Background: an optimization exercise with open tools, aiming at small area, a short achievable clock period and few clock cycles per item. Do not read the settings as production practice.
Where RTL was checked, it was by simulation tests only, not by an equivalence proof against the original.
No activity file was given, so power comes from the tool's default toggle rates.

==> inputs of job 7984 <==
Design bmlp_top, start of the top module:
module bmlp_top(
  input  wire       clk,
  input  wire       rst,
  input  wire       start,
  output reg  [6:0] dmem_addr,
  input  wire [8:0] dmem_data,
  output reg        done,
  output reg        bin_class
);
clock: 8.0 ns
lec_check: 0
abc_clock_period_in_ps: 3000
cap_margin: 20
core_margin: 2
core_utilization: 60
setup_slack_margin: 5
slew_margin: 20
synth_memory_max_bits: 8192
run.sh (not shown) runs the stock make flow with config.mk's settings and CLKGATE_MAP_FILE= SYNTH_SCRIPT=/design/flow/synth_recipe.tcl, a recipe that flattens the netlist after the stock synthesis.
==> job 6527: changes against job 7984 <==
--- a/flow/design.v
+++ b/flow/design.v
@@ -6,14 +6,12 @@
   output reg  [6:0] dmem_addr,
   input  wire [8:0] dmem_data,
   output reg        done,
   output reg        bin_class
 );
   reg        busy;
-  reg  [7:0] ka;
-  reg  [5:0] oa;
   reg  [7:0] k;           
   reg  [5:0] o;           
   reg  [8:0] d;           
   reg  [9:0] init0;       
   reg  [9:0] init1;
   reg  [59:0] b1;         
@@ -40,14 +38,12 @@
       end
     end
   end
   always @(posedge clk) begin
     o <= ~busy ? 6'd63 : (k == 8'd145) ? 6'd0 : (o == 6'd63) ? 6'd63 : o + 6'd1;
     d <= dmem_data;
-    ka <= (start & ~busy) ? 8'd0 : ka + 8'd1;       
-    oa <= (k == 8'd145) ? 6'd0 : oa + 6'd1;           
     init0[0] <= busy && (k == 8'd0);
     init0[1] <= busy && (k == 8'd16);
     init0[2] <= busy && (k == 8'd32);
     init0[3] <= busy && (k == 8'd48);
     init0[4] <= busy && (k == 8'd64);
     init0[5] <= busy && (k == 8'd80);
@@ -56,13 +52,13 @@
     init0[8] <= busy && (k == 8'd128);
     init0[9] <= busy && (k == 8'd144);
     init1 <= init0;
   end
   reg [26:0] wrom;
   always @(*) begin
-    case (ka)
+    case (k)
       8'd0: wrom = 27'h62;
       8'd1: wrom = 27'hf4;
       8'd2: wrom = 27'h92;
       8'd3: wrom = 27'h6b;
       8'd4: wrom = 27'hd8;
       8'd5: wrom = 27'h146;
@@ -1179,13 +1175,13 @@
   always @(posedge clk) hi26 <= (init1[5] ? 6'd38 : hi26) + {5'd0, cy26_0};
   always @(posedge clk) if (init1[8]) b1[57] <= ~hi26[5];
   reg  [23:0] b2;
   reg  [6:0]  b3;
   reg  [59:0] prom;
   always @(*) begin
-    case (oa)
+    case (o)
       6'd0: prom = 60'hfffffffffffffff;  
       6'd1: prom = 60'h5dcf29c2d813c1d;  
       6'd2: prom = 60'heebd4f815eafd7d;  
       6'd3: prom = 60'h1c62972546e5757;  
       6'd4: prom = 60'hcd484944d615bea;  
       6'd5: prom = 60'h7af58ff61fa9793;  
CORE_UTILIZATION = 40   (was 60)
==> job 7473: changes against job 7984 <==
--- a/flow/design.v
+++ b/flow/design.v
@@ -6,14 +6,12 @@
   output reg  [6:0] dmem_addr,
   input  wire [8:0] dmem_data,
   output reg        done,
   output reg        bin_class
 );
   reg        busy;
-  reg  [7:0] ka;
-  reg  [5:0] oa;
   reg  [7:0] k;           
   reg  [5:0] o;           
   reg  [8:0] d;           
   reg  [9:0] init0;       
   reg  [9:0] init1;
   reg  [59:0] b1;         
@@ -40,14 +38,12 @@
       end
     end
   end
   always @(posedge clk) begin
     o <= ~busy ? 6'd63 : (k == 8'd145) ? 6'd0 : (o == 6'd63) ? 6'd63 : o + 6'd1;
     d <= dmem_data;
-    ka <= (start & ~busy) ? 8'd0 : ka + 8'd1;       
-    oa <= (k == 8'd145) ? 6'd0 : oa + 6'd1;           
     init0[0] <= busy && (k == 8'd0);
     init0[1] <= busy && (k == 8'd16);
     init0[2] <= busy && (k == 8'd32);
     init0[3] <= busy && (k == 8'd48);
     init0[4] <= busy && (k == 8'd64);
     init0[5] <= busy && (k == 8'd80);
@@ -56,13 +52,13 @@
     init0[8] <= busy && (k == 8'd128);
     init0[9] <= busy && (k == 8'd144);
     init1 <= init0;
   end
   reg [26:0] wrom;
   always @(*) begin
-    case (ka)
+    case (k)
       8'd0: wrom = 27'h62;
       8'd1: wrom = 27'hf4;
       8'd2: wrom = 27'h92;
       8'd3: wrom = 27'h6b;
       8'd4: wrom = 27'hd8;
       8'd5: wrom = 27'h146;
@@ -1179,13 +1175,13 @@
   always @(posedge clk) hi26 <= (init1[5] ? 6'd38 : hi26) + {5'd0, cy26_0};
   always @(posedge clk) if (init1[8]) b1[57] <= ~hi26[5];
   reg  [23:0] b2;
   reg  [6:0]  b3;
   reg  [59:0] prom;
   always @(*) begin
-    case (oa)
+    case (o)
       6'd0: prom = 60'hfffffffffffffff;  
       6'd1: prom = 60'h5dcf29c2d813c1d;  
       6'd2: prom = 60'heebd4f815eafd7d;  
       6'd3: prom = 60'h1c62972546e5757;  
       6'd4: prom = 60'hcd484944d615bea;  
       6'd5: prom = 60'h7af58ff61fa9793;  
ABC_AREA = 1   (was default)
ABC_CLOCK_PERIOD_IN_PS = default   (was 3000)
CTS_CLUSTER_DIAMETER = 100   (was default)
CTS_CLUSTER_SIZE = 16   (was default)
==> job 1840: changes against job 7984 <==
--- a/flow/design.v
+++ b/flow/design.v
@@ -6,14 +6,12 @@
   output reg  [6:0] dmem_addr,
   input  wire [8:0] dmem_data,
   output reg        done,
   output reg        bin_class
 );
   reg        busy;
-  reg  [7:0] ka;
-  reg  [5:0] oa;
   reg  [7:0] k;           
   reg  [5:0] o;           
   reg  [8:0] d;           
   reg  [9:0] init0;       
   reg  [9:0] init1;
   reg  [59:0] b1;         
@@ -40,14 +38,12 @@
       end
     end
   end
   always @(posedge clk) begin
     o <= ~busy ? 6'd63 : (k == 8'd145) ? 6'd0 : (o == 6'd63) ? 6'd63 : o + 6'd1;
     d <= dmem_data;
-    ka <= (start & ~busy) ? 8'd0 : ka + 8'd1;       
-    oa <= (k == 8'd145) ? 6'd0 : oa + 6'd1;           
     init0[0] <= busy && (k == 8'd0);
     init0[1] <= busy && (k == 8'd16);
     init0[2] <= busy && (k == 8'd32);
     init0[3] <= busy && (k == 8'd48);
     init0[4] <= busy && (k == 8'd64);
     init0[5] <= busy && (k == 8'd80);
@@ -56,13 +52,13 @@
     init0[8] <= busy && (k == 8'd128);
     init0[9] <= busy && (k == 8'd144);
     init1 <= init0;
   end
   reg [26:0] wrom;
   always @(*) begin
-    case (ka)
+    case (k)
       8'd0: wrom = 27'h62;
       8'd1: wrom = 27'hf4;
       8'd2: wrom = 27'h92;
       8'd3: wrom = 27'h6b;
       8'd4: wrom = 27'hd8;
       8'd5: wrom = 27'h146;
@@ -1179,13 +1175,13 @@
   always @(posedge clk) hi26 <= (init1[5] ? 6'd38 : hi26) + {5'd0, cy26_0};
   always @(posedge clk) if (init1[8]) b1[57] <= ~hi26[5];
   reg  [23:0] b2;
   reg  [6:0]  b3;
   reg  [59:0] prom;
   always @(*) begin
-    case (oa)
+    case (o)
       6'd0: prom = 60'hfffffffffffffff;  
       6'd1: prom = 60'h5dcf29c2d813c1d;  
       6'd2: prom = 60'heebd4f815eafd7d;  
       6'd3: prom = 60'h1c62972546e5757;  
       6'd4: prom = 60'hcd484944d615bea;  
       6'd5: prom = 60'h7af58ff61fa9793;  
CTS_BUF_LIST = sky130_fd_sc_hd__clkbuf_4 sky130_fd_sc_hd__clkbuf_8   (was default)
CTS_CLUSTER_SIZE = 30   (was default)
==> comparison <==
Worst hold slack, highest first: job 7473, job 6527, job 7984, job 1840. Sequential share of layout area: job 7473 is higher than job 7984 (3.0 points). Die area, lowest first: job 7473, job 1840, job 7984, job 6527. Via count: job 7473 < job 6527 < job 7984 < job 1840. In job 1840 the synthesized area is lower than in job 7984, by 1.5%. The lowest combinational power belongs to job 7473, the highest to job 7984. The highest global-route usage belongs to job 1840, the lowest to job 6527. In job 6527 the utilization is lower than in job 1840, by 23 points.
==> figures <==
metric                                                                        job 7984               job 6527                   job 7473               job 1840
Status                                                        timing/DRC/antenna clean  timing/DRC/antenna clean   timing/DRC/antenna clean  timing/DRC/antenna clean
Mux contribution to synthesized area                                             1.54%                  1.43%                    0.0524%                  1.43%
Tap cells                                                                          873                   1298                        846                    864
Post-detailed-route via-to-cell ratio                                             5.91                   5.43                       5.67                   6.10
Cts bufs inserted                                                                   79                     83                         51                    114
Met3 wire length                                                               7.80 mm                7.93 mm                    8.20 mm                9.76 mm
Setup slack, reg-to-reg                                                        4940 ps                4830 ps                    4960 ps                5020 ps
Slowest CP cell                                               sky130_fd_sc_hd__dfxtp_2  sky130_fd_sc_hd__ha_1  sky130_fd_sc_hd__clkinv_1  sky130_fd_sc_hd__ha_1
Post-synthesis instance area                                                0.0406 mm²             0.0400 mm²                 0.0382 mm²             0.0400 mm²
Post-synth top area share                                                        30.3%                  30.1%                      31.5%                  30.1%
Area share of xor/xnor cells in the synthesized design                           9.72%                  9.63%                      9.83%                  9.63%
Net count of the mapped netlist                                                   4764                   4666                       4842                   4666
Crit path buffers/inverters                                                          1                      2                          4                      1
Post-detailed-routing wire length                                               108 mm                 111 mm                     106 mm                 119 mm
Number of ordinary and repair buffers in the finished layout                       136                    113                         84                    145
Core area                                                                   0.0672 mm²             0.0996 mm²                 0.0631 mm²             0.0659 mm²
Post-place instance area                                                    0.0413 mm²             0.0412 mm²                 0.0390 mm²             0.0406 mm²
FF-to-FF path depth                                                                  7                      6                          8                      7
Testbench counts of job 6527, summed over its fixed seeds: cycles 23,688, items 128.
Testbench counts of job 7473, summed over its fixed seeds: cycles 23,688, items 128.
Testbench counts of job 1840, summed over its fixed seeds: cycles 23,688, items 128.
The RTL of job 7984 was laid out without a check of its function.

## separate check: timing with driven ports
The flow's constraints put no driver on any port. The routed layouts listed below were extracted and timed again, unchanged, in two steps. Step 1: set_driving_cell puts a clkbuf_16 on clk and a buf_2 on each other input, an assumption about the parent block. Step 2 times the ports against the registers' clock, not the clock port: input delays grow and output delays shrink by t, the midpoint of the rising clock arrivals with the driver on. a / b / c = ideal / step 1 / step 2; a / b = the first two.
run | t (ns) | slack for setup (ns) | worst hold slack (ns) | worst setup path after step 2 | pins driven straight from the clock port
job 7984 | 0.686 | 4.938 / 4.938 / 4.938 | 0.327 / 0.327 / 0.327 | register to register | 1
job 6527 | 0.712 | 4.831 / 4.831 / 4.614 | 0.329 / 0.329 / 0.329 | input to register | 1
job 7473 | 0.692 | 4.956 / 4.956 / 4.956 | 0.336 / 0.336 / 0.336 | register to register | 1
job 1840 | 0.799 | 5.018 / 4.989 / 4.584 | 0.325 / 0.325 / 0.325 | input to register | 1
After both steps every run listed still meets setup and hold. For job 1840, which loses most, drivers alone change the setup slack by -0.029 ns; drivers and shift together by -0.434 ns.
